Context: an optimization exercise on an open-source flow, tuned for small area, a short achievable clock period and few clock cycles. The choices shown serve that exercise and are no tape-out recipe. RTL that was checked went through simulation tests only; none was proved equivalent to the original. Function not checked in run 2: the RTL went through the layout flow alone.

==> flow/design.v (outline; a module is shown in full before it is edited, if it fits) <==
// module aoc_day2: 1440 lines
module aoc_day2 (
    input         clock,
    input         reset,
    input  [63:0] data_value,
    input         data_valid,
    output        data_ready,
    output        result_valid,
    output [63:0] result_value
);
  // ...
==> flow/run.sh <==
#!/bin/bash
# synth_recipe.tcl (not shown) runs the flow's synth.tcl, then flattens the netlist and writes it again
# the make line also repeats each setting of config.mk as NAME=value (left out here)
make -C /OpenROAD-flow-scripts/flow DESIGN_CONFIG=/design/flow/config.mk WORK_HOME=/design/flow/orfs CLKGATE_MAP_FILE= SYNTH_SCRIPT=/design/flow/synth_recipe.tcl finish
==> flow/config.mk <==
export PLATFORM = sky130hd
export DESIGN_NAME = aoc_day2
export DESIGN_NICKNAME = aoc_day2
export VERILOG_FILES = /design/flow/design.v
export SDC_FILE = /design/flow/constraint.sdc
export NUM_CORES = 4
export LEC_CHECK = 0
export ABC_AREA = 1
export CAP_MARGIN = 20
export CORE_MARGIN = 2
export CORE_UTILIZATION = 40
export SLEW_MARGIN = 20
==> flow/constraint.sdc <==
create_clock -name core_clock -period 5.0 [get_ports {clock}]
set_input_delay 1.0000 -clock core_clock [delete_from_list [all_inputs] [get_ports {clock}]]
set_output_delay 1.0000 -clock core_clock [all_outputs]
set_load 0.01 [all_outputs]
==> results.ini, run 1 <==
[worst_setup_path]
start_kind = register
crit_fanout = 4
worst-r2r-cell-count = 20
crit_cells = 20
cp.arrival_ns = 5.31
worstPathRequired_ns = 5.52
path_buf_inv = 4
critical_path_class = reg2reg
r2r_slack_ns = 0.21

[floorplanning]
initial_core_util_pct = 40.30
core-area_um2 = 114300

[yosys]
synthTopCellsByCount = 1670 x nand2_1, 1348 x inv_1, 778 x nor2_1, 569 x nand3_1, 425 x dfxtp_1
synthFlopType = dfxtp_1
ys_types = 58

[final_layout]
largestRegisters = total x64, v_g x50, u_u x40
n_fill_cell = 11811
largest_reg_flops = 64
multi_input_area_um2 = 32040
regMostFlops = total
layout.nonclk_buf_share_pct = 4.426

[global_routing]
antenna_found_initial = 0
grt_max_degree = 97

[hold_path]
hp-start = c1_n[7]
worst_hold_path.endpoint = c2_n[7]

[outcome]
status = no timing/DRC/antenna violations

[timing]
slew_headroom_pct = 31.90
worst_slack_ns = 0.2145

[clock_network]
clk-insertion-delay-late_ns = 0.67
cts_max_level = 2

[placement]
placed_area_um2 = 49890

[routing]
post-route-drc-count = 0
drt-met1-wl_um = 54780

Testbench counts, summed over its fixed seeds: cycles 448.
==> run 2, diff against run 1 <==
--- a/flow/design.v
+++ b/flow/design.v
@@ -22,69 +22,52 @@
     function [3:0] add3;
         input [3:0] x;
         add3 = {x[3] | (x[2] & x[0]) | (x[2] & x[1]),
                 (x[3] & x[0]) | (x[2] & ~x[1] & ~x[0]),
                 (x[3] & ~x[0]) | (~x[2] & x[1]) | (x[1] & x[0]),
                 (~x[3] & ~x[2] & x[0]) | (x[2] & x[1] & ~x[0]) | (x[3] & ~x[0])};
     endfunction
     wire [33:0] a_n = data_value[33:0];
-    wire [9:0] ge;
-    assign ge[0] = a_n >= 34'd10;
-    assign ge[1] = a_n >= 34'd100;
-    assign ge[2] = a_n >= 34'd1000;
-    assign ge[3] = a_n >= 34'd10000;
-    assign ge[4] = a_n >= 34'd100000;
-    assign ge[5] = a_n >= 34'd1000000;
-    assign ge[6] = a_n >= 34'd10000000;
-    assign ge[7] = a_n >= 34'd100000000;
-    assign ge[8] = a_n >= 34'd1000000000;
-    assign ge[9] = a_n >= 34'd10000000000;
-    wire [3:0] a_dg = ge[9] ? 4'd10 : ge[8] ? 4'd9 : ge[7] ? 4'd8 :
-                      ge[6] ? 4'd7 : ge[5] ? 4'd6 : ge[4] ? 4'd5 :
-                      ge[3] ? 4'd4 : ge[2] ? 4'd3 : ge[1] ? 4'd2 :
-                      ge[0] ? 4'd1 : 4'd0;
     wire a_v = ~reset & data_valid & ready_q;
     wire a_e = phase;
     wire [3:0] dd1 = add3({1'b0, a_n[33], a_n[32], a_n[31]});
     wire [3:0] dd2 = add3({dd1[2], dd1[1], dd1[0], a_n[30]});
     wire [3:0] dd3 = add3({dd2[2], dd2[1], dd2[0], a_n[29]});
     wire [3:0] dd4 = add3({dd3[2], dd3[1], dd3[0], a_n[28]});
     wire [3:0] dd5 = add3({1'b0, dd1[3], dd2[3], dd3[3]});
     wire [3:0] dd6 = add3({dd4[2], dd4[1], dd4[0], a_n[27]});
     wire [3:0] dd7 = add3({dd5[2], dd5[1], dd5[0], dd4[3]});
     wire [3:0] dd8 = add3({dd6[2], dd6[1], dd6[0], a_n[26]});
     wire [3:0] dd9 = add3({dd7[2], dd7[1], dd7[0], dd6[3]});
     wire [3:0] dd10 = add3({dd8[2], dd8[1], dd8[0], a_n[25]});
     wire [3:0] dd11 = add3({dd9[2], dd9[1], dd9[0], dd8[3]});
     wire [3:0] dd12 = add3({1'b0, dd5[3], dd7[3], dd9[3]});
-    reg [12:0] c1_bcd;
-    reg [23:0] c1_n;
-    reg [3:0] c1_dg;
+    wire [3:0] dd13 = add3({dd10[2], dd10[1], dd10[0], a_n[24]});
+    wire [3:0] dd14 = add3({dd11[2], dd11[1], dd11[0], dd10[3]});
+    wire [3:0] dd15 = add3({dd12[2], dd12[1], dd12[0], dd11[3]});
+    wire [3:0] dd16 = add3({dd13[2], dd13[1], dd13[0], a_n[23]});
+    wire [3:0] dd17 = add3({dd14[2], dd14[1], dd14[0], dd13[3]});
+    wire [3:0] dd18 = add3({dd15[2], dd15[1], dd15[0], dd14[3]});
+    wire [3:0] dd19 = add3({dd16[2], dd16[1], dd16[0], a_n[22]});
+    wire [3:0] dd20 = add3({dd17[2], dd17[1], dd17[0], dd16[3]});
+    wire [3:0] dd21 = add3({dd18[2], dd18[1], dd18[0], dd17[3]});
+    reg [15:0] c1_bcd;
+    reg [20:0] c1_n;
     reg c1_e, c1_v;
     always @(posedge clock) begin
-        c1_bcd <= {dd12[3], dd12[2], dd12[1], dd12[0], dd11[3], dd11[2], dd11[1], dd11[0], dd10[3], dd10[2], dd10[1], dd10[0], a_n[24]};
-        c1_n <= a_n[23:0];
-        c1_dg <= a_dg;
+        c1_bcd <= {dd12[3], dd15[3], dd18[3], dd21[3], dd21[2], dd21[1], dd21[0], dd20[3], dd20[2], dd20[1], dd20[0], dd19[3], dd19[2], dd19[1], dd19[0], a_n[21]};
+        c1_n <= a_n[20:0];
         c1_e <= a_e;
         c1_v <= ~reset & a_v;
     end
-    wire [3:0] dd13 = add3({c1_bcd[3], c1_bcd[2], c1_bcd[1], c1_bcd[0]});
-    wire [3:0] dd14 = add3({c1_bcd[7], c1_bcd[6], c1_bcd[5], c1_bcd[4]});
-    wire [3:0] dd15 = add3({c1_bcd[11], c1_bcd[10], c1_bcd[9], c1_bcd[8]});
-    wire [3:0] dd16 = add3({dd13[2], dd13[1], dd13[0], c1_n[23]});
-    wire [3:0] dd17 = add3({dd14[2], dd14[1], dd14[0], dd13[3]});
-    wire [3:0] dd18 = add3({dd15[2], dd15[1], dd15[0], dd14[3]});
-    wire [3:0] dd19 = add3({dd16[2], dd16[1], dd16[0], c1_n[22]});
-    wire [3:0] dd20 = add3({dd17[2], dd17[1], dd17[0], dd16[3]});
-    wire [3:0] dd21 = add3({dd18[2], dd18[1], dd18[0], dd17[3]});
-    wire [3:0] dd22 = add3({dd19[2], dd19[1], dd19[0], c1_n[21]});
-    wire [3:0] dd23 = add3({dd20[2], dd20[1], dd20[0], dd19[3]});
-    wire [3:0] dd24 = add3({dd21[2], dd21[1], dd21[0], dd20[3]});
-    wire [3:0] dd25 = add3({c1_bcd[12], dd15[3], dd18[3], dd21[3]});
+    wire [3:0] dd22 = add3({c1_bcd[3], c1_bcd[2], c1_bcd[1], c1_bcd[0]});
+    wire [3:0] dd23 = add3({c1_bcd[7], c1_bcd[6], c1_bcd[5], c1_bcd[4]});
+    wire [3:0] dd24 = add3({c1_bcd[11], c1_bcd[10], c1_bcd[9], c1_bcd[8]});
+    wire [3:0] dd25 = add3({c1_bcd[15], c1_bcd[14], c1_bcd[13], c1_bcd[12]});
     wire [3:0] dd26 = add3({dd22[2], dd22[1], dd22[0], c1_n[20]});
     wire [3:0] dd27 = add3({dd23[2], dd23[1], dd23[0], dd22[3]});
     wire [3:0] dd28 = add3({dd24[2], dd24[1], dd24[0], dd23[3]});
     wire [3:0] dd29 = add3({dd25[2], dd25[1], dd25[0], dd24[3]});
     wire [3:0] dd30 = add3({dd26[2], dd26[1], dd26[0], c1_n[19]});
     wire [3:0] dd31 = add3({dd27[2], dd27[1], dd27[0], dd26[3]});
     wire [3:0] dd32 = add3({dd28[2], dd28[1], dd28[0], dd27[3]});
     wire [3:0] dd33 = add3({dd29[2], dd29[1], dd29[0], dd28[3]});
@@ -104,74 +87,72 @@
     wire [3:0] dd47 = add3({dd42[2], dd42[1], dd42[0], dd41[3]});
     wire [3:0] dd48 = add3({dd43[2], dd43[1], dd43[0], dd42[3]});
     wire [3:0] dd49 = add3({dd44[2], dd44[1], dd44[0], c1_n[15]});
     wire [3:0] dd50 = add3({dd45[2], dd45[1], dd45[0], dd44[3]});
     wire [3:0] dd51 = add3({dd46[2], dd46[1], dd46[0], dd45[3]});
     wire [3:0] dd52 = add3({dd47[2], dd47[1], dd47[0], dd46[3]});
     wire [3:0] dd53 = add3({dd48[2], dd48[1], dd48[0], dd47[3]});
     wire [3:0] dd54 = add3({1'b0, dd38[3], dd43[3], dd48[3]});
-    reg [24:0] c2_bcd;
-    reg [13:0] c2_n;
-    reg [3:0] c2_dg;
-    reg c2_e, c2_v;
-    always @(posedge clock) begin
-        c2_bcd <= {dd54[3], dd54[2], dd54[1], dd54[0], dd53[3], dd53[2], dd53[1], dd53[0], dd52[3], dd52[2], dd52[1], dd52[0], dd51[3], dd51[2], dd51[1], dd51[0], dd50[3], dd50[2], dd50[1], dd50[0], dd49[3], dd49[2], dd49[1], dd49[0], c1_n[14]};
-        c2_n <= c1_n[13:0];
-        c2_dg <= c1_dg;
-        c2_e <= c1_e;
-        c2_v <= ~reset & c1_v;
-    end
-    wire [3:0] dd55 = add3({c2_bcd[3], c2_bcd[2], c2_bcd[1], c2_bcd[0]});
-    wire [3:0] dd56 = add3({c2_bcd[7], c2_bcd[6], c2_bcd[5], c2_bcd[4]});
-    wire [3:0] dd57 = add3({c2_bcd[11], c2_bcd[10], c2_bcd[9], c2_bcd[8]});
-    wire [3:0] dd58 = add3({c2_bcd[15], c2_bcd[14], c2_bcd[13], c2_bcd[12]});
-    wire [3:0] dd59 = add3({c2_bcd[19], c2_bcd[18], c2_bcd[17], c2_bcd[16]});
-    wire [3:0] dd60 = add3({c2_bcd[23], c2_bcd[22], c2_bcd[21], c2_bcd[20]});
-    wire [3:0] dd61 = add3({dd55[2], dd55[1], dd55[0], c2_n[13]});
+    wire [3:0] dd55 = add3({dd49[2], dd49[1], dd49[0], c1_n[14]});
+    wire [3:0] dd56 = add3({dd50[2], dd50[1], dd50[0], dd49[3]});
+    wire [3:0] dd57 = add3({dd51[2], dd51[1], dd51[0], dd50[3]});
+    wire [3:0] dd58 = add3({dd52[2], dd52[1], dd52[0], dd51[3]});
+    wire [3:0] dd59 = add3({dd53[2], dd53[1], dd53[0], dd52[3]});
+    wire [3:0] dd60 = add3({dd54[2], dd54[1], dd54[0], dd53[3]});
+    wire [3:0] dd61 = add3({dd55[2], dd55[1], dd55[0], c1_n[13]});
     wire [3:0] dd62 = add3({dd56[2], dd56[1], dd56[0], dd55[3]});
     wire [3:0] dd63 = add3({dd57[2], dd57[1], dd57[0], dd56[3]});
     wire [3:0] dd64 = add3({dd58[2], dd58[1], dd58[0], dd57[3]});
     wire [3:0] dd65 = add3({dd59[2], dd59[1], dd59[0], dd58[3]});
     wire [3:0] dd66 = add3({dd60[2], dd60[1], dd60[0], dd59[3]});
-    wire [3:0] dd67 = add3({dd61[2], dd61[1], dd61[0], c2_n[12]});
+    wire [3:0] dd67 = add3({dd61[2], dd61[1], dd61[0], c1_n[12]});
     wire [3:0] dd68 = add3({dd62[2], dd62[1], dd62[0], dd61[3]});
     wire [3:0] dd69 = add3({dd63[2], dd63[1], dd63[0], dd62[3]});
     wire [3:0] dd70 = add3({dd64[2], dd64[1], dd64[0], dd63[3]});
     wire [3:0] dd71 = add3({dd65[2], dd65[1], dd65[0], dd64[3]});
     wire [3:0] dd72 = add3({dd66[2], dd66[1], dd66[0], dd65[3]});
-    wire [3:0] dd73 = add3({dd67[2], dd67[1], dd67[0], c2_n[11]});
+    wire [3:0] dd73 = add3({dd67[2], dd67[1], dd67[0], c1_n[11]});
     wire [3:0] dd74 = add3({dd68[2], dd68[1], dd68[0], dd67[3]});
     wire [3:0] dd75 = add3({dd69[2], dd69[1], dd69[0], dd68[3]});
     wire [3:0] dd76 = add3({dd70[2], dd70[1], dd70[0], dd69[3]});
     wire [3:0] dd77 = add3({dd71[2], dd71[1], dd71[0], dd70[3]});
     wire [3:0] dd78 = add3({dd72[2], dd72[1], dd72[0], dd71[3]});
-    wire [3:0] dd79 = add3({c2_bcd[24], dd60[3], dd66[3], dd72[3]});
-    wire [3:0] dd80 = add3({dd73[2], dd73[1], dd73[0], c2_n[10]});
+    wire [3:0] dd79 = add3({dd54[3], dd60[3], dd66[3], dd72[3]});
+    wire [3:0] dd80 = add3({dd73[2], dd73[1], dd73[0], c1_n[10]});
     wire [3:0] dd81 = add3({dd74[2], dd74[1], dd74[0], dd73[3]});
     wire [3:0] dd82 = add3({dd75[2], dd75[1], dd75[0], dd74[3]});
     wire [3:0] dd83 = add3({dd76[2], dd76[1], dd76[0], dd75[3]});
     wire [3:0] dd84 = add3({dd77[2], dd77[1], dd77[0], dd76[3]});
     wire [3:0] dd85 = add3({dd78[2], dd78[1], dd78[0], dd77[3]});
     wire [3:0] dd86 = add3({dd79[2], dd79[1], dd79[0], dd78[3]});
-    wire [3:0] dd87 = add3({dd80[2], dd80[1], dd80[0], c2_n[9]});
-    wire [3:0] dd88 = add3({dd81[2], dd81[1], dd81[0], dd80[3]});
-    wire [3:0] dd89 = add3({dd82[2], dd82[1], dd82[0], dd81[3]});
-    wire [3:0] dd90 = add3({dd83[2], dd83[1], dd83[0], dd82[3]});
-    wire [3:0] dd91 = add3({dd84[2], dd84[1], dd84[0], dd83[3]});
-    wire [3:0] dd92 = add3({dd85[2], dd85[1], dd85[0], dd84[3]});
-    wire [3:0] dd93 = add3({dd86[2], dd86[1], dd86[0], dd85[3]});
+    reg [29:0] c2_bcd;
+    reg [8:0] c2_n;
+    reg c2_e, c2_v;
+    always @(posedge clock) begin
+        c2_bcd <= {dd79[3], dd86[3], dd86[2], dd86[1], dd86[0], dd85[3], dd85[2], dd85[1], dd85[0], dd84[3], dd84[2], dd84[1], dd84[0], dd83[3], dd83[2], dd83[1], dd83[0], dd82[3], dd82[2], dd82[1], dd82[0], dd81[3], dd81[2], dd81[1], dd81[0], dd80[3], dd80[2], dd80[1], dd80[0], c1_n[9]};
+        c2_n <= c1_n[8:0];
+        c2_e <= c1_e;
+        c2_v <= ~reset & c1_v;
+    end
+    wire [3:0] dd87 = add3({c2_bcd[3], c2_bcd[2], c2_bcd[1], c2_bcd[0]});
+    wire [3:0] dd88 = add3({c2_bcd[7], c2_bcd[6], c2_bcd[5], c2_bcd[4]});
+    wire [3:0] dd89 = add3({c2_bcd[11], c2_bcd[10], c2_bcd[9], c2_bcd[8]});
+    wire [3:0] dd90 = add3({c2_bcd[15], c2_bcd[14], c2_bcd[13], c2_bcd[12]});
+    wire [3:0] dd91 = add3({c2_bcd[19], c2_bcd[18], c2_bcd[17], c2_bcd[16]});
+    wire [3:0] dd92 = add3({c2_bcd[23], c2_bcd[22], c2_bcd[21], c2_bcd[20]});
+    wire [3:0] dd93 = add3({c2_bcd[27], c2_bcd[26], c2_bcd[25], c2_bcd[24]});
     wire [3:0] dd94 = add3({dd87[2], dd87[1], dd87[0], c2_n[8]});
     wire [3:0] dd95 = add3({dd88[2], dd88[1], dd88[0], dd87[3]});
     wire [3:0] dd96 = add3({dd89[2], dd89[1], dd89[0], dd88[3]});
     wire [3:0] dd97 = add3({dd90[2], dd90[1], dd90[0], dd89[3]});
     wire [3:0] dd98 = add3({dd91[2], dd91[1], dd91[0], dd90[3]});
     wire [3:0] dd99 = add3({dd92[2], dd92[1], dd92[0], dd91[3]});
     wire [3:0] dd100 = add3({dd93[2], dd93[1], dd93[0], dd92[3]});
-    wire [3:0] dd101 = add3({1'b0, dd79[3], dd86[3], dd93[3]});
+    wire [3:0] dd101 = add3({1'b0, c2_bcd[29], c2_bcd[28], dd93[3]});
     wire [3:0] dd102 = add3({dd94[2], dd94[1], dd94[0], c2_n[7]});
     wire [3:0] dd103 = add3({dd95[2], dd95[1], dd95[0], dd94[3]});
     wire [3:0] dd104 = add3({dd96[2], dd96[1], dd96[0], dd95[3]});
     wire [3:0] dd105 = add3({dd97[2], dd97[1], dd97[0], dd96[3]});
     wire [3:0] dd106 = add3({dd98[2], dd98[1], dd98[0], dd97[3]});
     wire [3:0] dd107 = add3({dd99[2], dd99[1], dd99[0], dd98[3]});
     wire [3:0] dd108 = add3({dd100[2], dd100[1], dd100[0], dd99[3]});
     wire [3:0] dd109 = add3({dd101[2], dd101[1], dd101[0], dd100[3]});
@@ -187,87 +168,77 @@
     wire [3:0] dd119 = add3({dd111[2], dd111[1], dd111[0], dd110[3]});
     wire [3:0] dd120 = add3({dd112[2], dd112[1], dd112[0], dd111[3]});
     wire [3:0] dd121 = add3({dd113[2], dd113[1], dd113[0], dd112[3]});
     wire [3:0] dd122 = add3({dd114[2], dd114[1], dd114[0], dd113[3]});
     wire [3:0] dd123 = add3({dd115[2], dd115[1], dd115[0], dd114[3]});
     wire [3:0] dd124 = add3({dd116[2], dd116[1], dd116[0], dd115[3]});
     wire [3:0] dd125 = add3({dd117[2], dd117[1], dd117[0], dd116[3]});
     wire [3:0] dd126 = add3({1'b0, dd101[3], dd109[3], dd117[3]});
-    reg [36:0] c3_bcd;
-    reg [3:0] c3_n;
-    reg [3:0] c3_dg;
-    reg c3_e, c3_v;
-    always @(posedge clock) begin
-        c3_bcd <= {dd126[3], dd126[2], dd126[1], dd126[0], dd125[3], dd125[2], dd125[1], dd125[0], dd124[3], dd124[2], dd124[1], dd124[0], dd123[3], dd123[2], dd123[1], dd123[0], dd122[3], dd122[2], dd122[1], dd122[0], dd121[3], dd121[2], dd121[1], dd121[0], dd120[3], dd120[2], dd120[1], dd120[0], dd119[3], dd119[2], dd119[1], dd119[0], dd118[3], dd118[2], dd118[1], dd118[0], c2_n[4]};
-        c3_n <= c2_n[3:0];
-        c3_dg <= c2_dg;
-        c3_e <= c2_e;
-        c3_v <= ~reset & c2_v;
-    end
-    wire [3:0] dd127 = add3({c3_bcd[3], c3_bcd[2], c3_bcd[1], c3_bcd[0]});
-    wire [3:0] dd128 = add3({c3_bcd[7], c3_bcd[6], c3_bcd[5], c3_bcd[4]});
-    wire [3:0] dd129 = add3({c3_bcd[11], c3_bcd[10], c3_bcd[9], c3_bcd[8]});
-    wire [3:0] dd130 = add3({c3_bcd[15], c3_bcd[14], c3_bcd[13], c3_bcd[12]});
-    wire [3:0] dd131 = add3({c3_bcd[19], c3_bcd[18], c3_bcd[17], c3_bcd[16]});
-    wire [3:0] dd132 = add3({c3_bcd[23], c3_bcd[22], c3_bcd[21], c3_bcd[20]});
-    wire [3:0] dd133 = add3({c3_bcd[27], c3_bcd[26], c3_bcd[25], c3_bcd[24]});
-    wire [3:0] dd134 = add3({c3_bcd[31], c3_bcd[30], c3_bcd[29], c3_bcd[28]});
-    wire [3:0] dd135 = add3({c3_bcd[35], c3_bcd[34], c3_bcd[33], c3_bcd[32]});
-    wire [3:0] dd136 = add3({dd127[2], dd127[1], dd127[0], c3_n[3]});
+    wire [3:0] dd127 = add3({dd118[2], dd118[1], dd118[0], c2_n[4]});
+    wire [3:0] dd128 = add3({dd119[2], dd119[1], dd119[0], dd118[3]});
+    wire [3:0] dd129 = add3({dd120[2], dd120[1], dd120[0], dd119[3]});
+    wire [3:0] dd130 = add3({dd121[2], dd121[1], dd121[0], dd120[3]});
+    wire [3:0] dd131 = add3({dd122[2], dd122[1], dd122[0], dd121[3]});
+    wire [3:0] dd132 = add3({dd123[2], dd123[1], dd123[0], dd122[3]});
+    wire [3:0] dd133 = add3({dd124[2], dd124[1], dd124[0], dd123[3]});
+    wire [3:0] dd134 = add3({dd125[2], dd125[1], dd125[0], dd124[3]});
+    wire [3:0] dd135 = add3({dd126[2], dd126[1], dd126[0], dd125[3]});
+    wire [3:0] dd136 = add3({dd127[2], dd127[1], dd127[0], c2_n[3]});
     wire [3:0] dd137 = add3({dd128[2], dd128[1], dd128[0], dd127[3]});
     wire [3:0] dd138 = add3({dd129[2], dd129[1], dd129[0], dd128[3]});
     wire [3:0] dd139 = add3({dd130[2], dd130[1], dd130[0], dd129[3]});
     wire [3:0] dd140 = add3({dd131[2], dd131[1], dd131[0], dd130[3]});
     wire [3:0] dd141 = add3({dd132[2], dd132[1], dd132[0], dd131[3]});
     wire [3:0] dd142 = add3({dd133[2], dd133[1], dd133[0], dd132[3]});
     wire [3:0] dd143 = add3({dd134[2], dd134[1], dd134[0], dd133[3]});
     wire [3:0] dd144 = add3({dd135[2], dd135[1], dd135[0], dd134[3]});
-    wire [3:0] dd145 = add3({dd136[2], dd136[1], dd136[0], c3_n[2]});
+    wire [3:0] dd145 = add3({dd136[2], dd136[1], dd136[0], c2_n[2]});
     wire [3:0] dd146 = add3({dd137[2], dd137[1], dd137[0], dd136[3]});
     wire [3:0] dd147 = add3({dd138[2], dd138[1], dd138[0], dd137[3]});
     wire [3:0] dd148 = add3({dd139[2], dd139[1], dd139[0], dd138[3]});
     wire [3:0] dd149 = add3({dd140[2], dd140[1], dd140[0], dd139[3]});
     wire [3:0] dd150 = add3({dd141[2], dd141[1], dd141[0], dd140[3]});
     wire [3:0] dd151 = add3({dd142[2], dd142[1], dd142[0], dd141[3]});
     wire [3:0] dd152 = add3({dd143[2], dd143[1], dd143[0], dd142[3]});
     wire [3:0] dd153 = add3({dd144[2], dd144[1], dd144[0], dd143[3]});
-    wire [3:0] dd154 = add3({dd145[2], dd145[1], dd145[0], c3_n[1]});
+    wire [3:0] dd154 = add3({dd145[2], dd145[1], dd145[0], c2_n[1]});
     wire [3:0] dd155 = add3({dd146[2], dd146[1], dd146[0], dd145[3]});
     wire [3:0] dd156 = add3({dd147[2], dd147[1], dd147[0], dd146[3]});
     wire [3:0] dd157 = add3({dd148[2], dd148[1], dd148[0], dd147[3]});
     wire [3:0] dd158 = add3({dd149[2], dd149[1], dd149[0], dd148[3]});
     wire [3:0] dd159 = add3({dd150[2], dd150[1], dd150[0], dd149[3]});
     wire [3:0] dd160 = add3({dd151[2], dd151[1], dd151[0], dd150[3]});
     wire [3:0] dd161 = add3({dd152[2], dd152[1], dd152[0], dd151[3]});
     wire [3:0] dd162 = add3({dd153[2], dd153[1], dd153[0], dd152[3]});
-    wire [3:0] dd163 = add3({c3_bcd[36], dd135[3], dd144[3], dd153[3]});
-    wire [3:0] z_d0 = {dd154[2], dd154[1], dd154[0], c3_n[0]};
+    wire [3:0] dd163 = add3({dd126[3], dd135[3], dd144[3], dd153[3]});
+    wire [3:0] z_d0 = {dd154[2], dd154[1], dd154[0], c2_n[0]};
     wire [3:0] z_d1 = {dd155[2], dd155[1], dd155[0], dd154[3]};
     wire [3:0] z_d2 = {dd156[2], dd156[1], dd156[0], dd155[3]};
     wire [3:0] z_d3 = {dd157[2], dd157[1], dd157[0], dd156[3]};
     wire [3:0] z_d4 = {dd158[2], dd158[1], dd158[0], dd157[3]};
     wire [3:0] z_d5 = {dd159[2], dd159[1], dd159[0], dd158[3]};
     wire [3:0] z_d6 = {dd160[2], dd160[1], dd160[0], dd159[3]};
     wire [3:0] z_d7 = {dd161[2], dd161[1], dd161[0], dd160[3]};
     wire [3:0] z_d8 = {dd162[2], dd162[1], dd162[0], dd161[3]};
     wire [3:0] z_d9 = {dd163[2], dd163[1], dd163[0], dd162[3]};
     wire [3:0] z_d10 = {1'b0, 1'b0, 1'b0, dd163[3]};
-    wire [2:0] z_k = (c3_dg + 4'd1) >> 1;
-    wire z_even = c3_dg[0];
+    wire [3:0] z_dg = (z_d10 != 4'd0) ? 4'd10 : (z_d9 != 4'd0) ? 4'd9 : (z_d8 != 4'd0) ? 4'd8 : (z_d7 != 4'd0) ? 4'd7 : (z_d6 != 4'd0) ? 4'd6 : (z_d5 != 4'd0) ? 4'd5 : (z_d4 != 4'd0) ? 4'd4 : (z_d3 != 4'd0) ? 4'd3 : (z_d2 != 4'd0) ? 4'd2 : (z_d1 != 4'd0) ? 4'd1 : 4'd0;
+    wire [2:0] z_k = (z_dg + 4'd1) >> 1;
+    wire z_even = z_dg[0];
     wire [19:0] z_h = (z_k == 3'd1) ? {16'd0, {z_d1}} : (z_k == 3'd2) ? {12'd0, {z_d3, z_d2}} : (z_k == 3'd3) ? {8'd0, {z_d5, z_d4, z_d3}} : (z_k == 3'd4) ? {4'd0, {z_d7, z_d6, z_d5, z_d4}} : {z_d9, z_d8, z_d7, z_d6, z_d5};
     wire [19:0] z_l = (z_k == 3'd1) ? {16'd0, {z_d0}} : (z_k == 3'd2) ? {12'd0, {z_d1, z_d0}} : (z_k == 3'd3) ? {8'd0, {z_d2, z_d1, z_d0}} : (z_k == 3'd4) ? {4'd0, {z_d3, z_d2, z_d1, z_d0}} : {z_d4, z_d3, z_d2, z_d1, z_d0};
-    wire z_b = c3_e ? (z_l < z_h) : (z_l <= z_h);
+    wire z_b = c2_e ? (z_l < z_h) : (z_l <= z_h);
     reg        y_v, y_e, y_b, y_even;
     reg [3:0]  y_dg;
     reg [19:0] y_h;
     always @(posedge clock) begin
-        y_v    <= ~reset & c3_v;
-        y_e    <= c3_e;
-        y_dg   <= c3_dg;
+        y_v    <= ~reset & c2_v;
+        y_e    <= c2_e;
+        y_dg   <= z_dg;
         y_h    <= z_h;
         y_b    <= z_b;
         y_even <= z_even;
     end
     wire hbs1004 = y_h[7] ^ y_h[9];
     wire hbc1005 = y_h[7] & y_h[9];
     wire hbs1006 = y_h[10] ^ y_h[9];
     wire hbc1007 = y_h[10] & y_h[9];
==> results.ini, run 2 <==
[outcome]
status = complete, but fails checks
violations = negative setup slack

[worst_setup_path]
start_kind = register
worstPathRequired_ns = 5.51  ; about the same
reg2reg_to = y_b
timing.rr.start = c2_bcd[0]
cp_common_cell = nand2_4
cp-end-kind = register
critical_path_class = reg2reg
r2r_slack_ns = -1.11  ; -1.32 ns
cpMaxStageDelayCell = dfxtp_4
cp.arrival_ns = 6.61  ; +1.30 ns
critPathMaxStageDelay_ns = 0.40
worst-r2r-cell-count = 48  ; +140%
crit_fanout = 11  ; +7

[final_layout]
syn2layout_area_growth_pct = 30.23
largestRegisters = total x64, v_g x50, u_u x40
drive_above_1_share_pct = 22.89
final_common_cell = nand2_1
post-route-cell-area_um2 = 54850
post-route-util_pct = 52.33
mostFrequentLayoutCells = 1454 x nand2_1, 1268 x inv_1, 570 x buf_4
antenna_cells = 0
regMostFlops = total
largest_reg_flops = 64  ; unchanged
final_net_count = 7855
n_fill_cell = 10183  ; -14%
finalNonFillerCells = 8649

[placement]
placed_cells = 8461
port_buffers = 102
hpwl_um = 81380
pre_cts_ws_ns = -1.120
placed_area_um2 = 48830  ; -2.1%
routabilityCongestion = 0.9052

[routing]
wl_um = 103800
ant_nets = 0
post-route-drc-count = 0  ; unchanged
first_iter_violations = 1637
wire_per_inst_um = 12.00
vias = 40750
viasPerCell = 4.712
drt_first_pass_iters = 7

[timing]
rsz0062_at_grt = yes
min_period_ns = 6.105
setup_violations = 15
final-hold-violation-count = 0
fin_crit_sh_pct = 122.1
fmax_ghz = 0.1638
tightest_slew_ns = 0.7436
slew_viol_final = 0
slew_headroom_pct = 50.42  ; +19 points
skew_ns = 0.02802
worst_slack_ns = -1.105  ; -1.320 ns

[clock_network]
cts_root_buf = clkbuf_16
hold_buffers = 0
cts_tree = yes
cts_max_level = 2  ; unchanged
clk_pin_slew_worst_paths_ns = 0.07
cts_buffer_depth = 3
clk-insertion-delay-late_ns = 0.63  ; -0.04 ns
clock_sinks = 370
cts_made_buffers = 46

[global_routing]
grt_max_degree = 71  ; -27%
overflow = 0
grtUsageTotal_pct = 18.28
antenna_found_initial = 1  ; +1
grt_pass1_wl_um = 170900
grt_pass1_vias = 38847

[yosys]
synth.most_common_cell = nand2_1
synthFlopType = dfxtp_1
syn_area_per_cell_um2 = 6.448
syn-num-nets = 7164
ys_types = 61  ; +5.2%
synth_compound_area_share_pct = 11.64
synth_top_area_share_pct = 17.59
synth_edf_count = 0
synth_area_um2 = 42120
ys_seq_area_share_pct = 17.59
synthTopCellsByCount = 1711 x nand2_1, 1323 x inv_1, 558 x nor2_1, 483 x nand3_1, 370 x dfxtp_1
async_flop_share_pct = 0
ys_ff_latch = 370
synth_fa_ha_area_share_pct = 22.01
synth_top_family_by_area = simple AND/OR/NAND/NOR gates
synth_area_leaders = dfxtp_1 18%, nand2_1 15%, fa_1 14%
syn_inst = 6532
yosys.area.top_type = dfxtp_1
synth_simple_gate_area_share_pct = 30.27
ys_warn_count = 1
muxShareOfSynthArea_pct = 0
synthXorXnorAreaFrac_pct = 5.199

[floorplanning]
die_y_um = 328.5
ios = 133
die_area_um2 = 107900
core-area_um2 = 104800  ; -8.3%
fp.dieW_um = 328.5
initial_core_util_pct = 40.18  ; -0.12 points
rows = 119

[hold_path]
hold_path.class = reg2reg
min_path_cells = 0
worst_hold_path.endpoint = c2_n[3]
hp-start = c1_n[3]

[job]
drv_cap = 0

## run 2: logic make-up (layout without fill, tap and decap cells)
family                     Yosys count  count (layout)
xor gates and xnor gates           250             250
buffers and inverters             1483            2207
and+or+nand+nor                   2997            2999
adders and majority gates          565             565
DFF                                370             370
AOI/OAI and AO/OA                  867             867
## run 2: layout make-up
| type | instances | area, um2 | area share [%] |
|---|---|---|---|
| Inverter | 1388 | 5246 | 9.565 |
| Multi-Input combinational cell | 4681 | 32720 | 59.65 |
| Clock buffer | 58 | 1256 | 2.290 |
| Sequential cell | 370 | 7491 | 13.66 |
| Timing Repair Buffer | 736 | 6111 | 11.14 |
| Tap cell | 1391 | 1740 | 3.173 |
| Clock inverter | 25 | 284.0 | 0.5178 |
## run 2: layer usage
metal / vias to the layer above / part of all wire [%] / wire [um] / track usage (%)
met3: 129 / 2.2 / 2334 / 1.767
met1: 18515 / 46 / 47340 / 22.60
met5: - / 0 / 0 / 0
met2: 417 / 50 / 51980 / 33.84
li1: 21689 / - / - / -
met4: 0 / 2.1 / 2159 / 4.457
## run 2: how the worst max path moves through the flow
stage,startpoint,end,slack (ns),depth (start not counted)
2_1_floorplan,c2_bcd[0],y_b,-0.36,55
3_3_place_gp,c2_bcd[9],y_b,-0.96,41
3_5_place_dp,c2_bcd[24],y_b,-1.12,46
4_1_cts,c2_bcd[0],y_b,-0.79,54
5_1_grt,c2_bcd[0],y_b,-1.50,53
6_report,c2_bcd[0],y_b,-1.11,48
## run 2: critical path, delay by kind of cell (launching register included)
kind                     cells  cell delay [ns]
AO/OA/AOI/OAI                6             0.81
adder cells (fa/ha/maj)      2             0.48
buffers and inverters        6             0.59
flip-flops                   1             0.40
AND/OR/NAND/NOR             34             3.68
## run 2: stage by stage
stage | TNS (ns) | hold slack [ns]
global route | -13.60 | 0.3128
global placement | -8.681 | 0.3104
detailed placement | -10.95 | 0.3136
floorplan | -0.5146 | 0.3089
finish | -2.590 | 0.3057
CTS | -1.100 | 0.3034
## run 2: repair_timing
| item | 4_1_cts | 5_1_grt |
|---|---|---|
| gates resized for setup | 196 | 772 |
| cloned | 0 | 3 |
| pin swaps | 74 | 206 |
| endpoints found under the setup margin | 42 | 113 |
| buffers inserted | 40 | 70 |

## what the ideal ports hide
No port has a modelled driver above. Below, the same layouts with a new extraction and two added sets of constraints.
Step 1 sets driving cells, clkbuf_16 on the clock port and buf_2 on the other inputs (assumed; they add their load-dependent delay and slew).
Step 2 adds t to the input delays and takes it off the output delays; t is the mean of the earliest and latest rising clock arrival at the registers after step 1. Input paths then give back, and output paths get back, about the clock's delay inside the block.
a / b / c = ideal / step 1 / step 2; a / b = the first two.
| run | shift t [ns] | setup WS [ns] | worst setup path at the end | slew at the worst register clock pin (ns) | cell pins on the clock port's net |
|---|---|---|---|---|---|
| run 1 | 0.716 | 0.215 / 0.215 / 0.215 | register to register | 0.07 / 0.07 | 1 |
| run 2 | 0.690 | -1.105 / -1.105 / -1.105 | register to register | 0.07 / 0.07 | 1 |
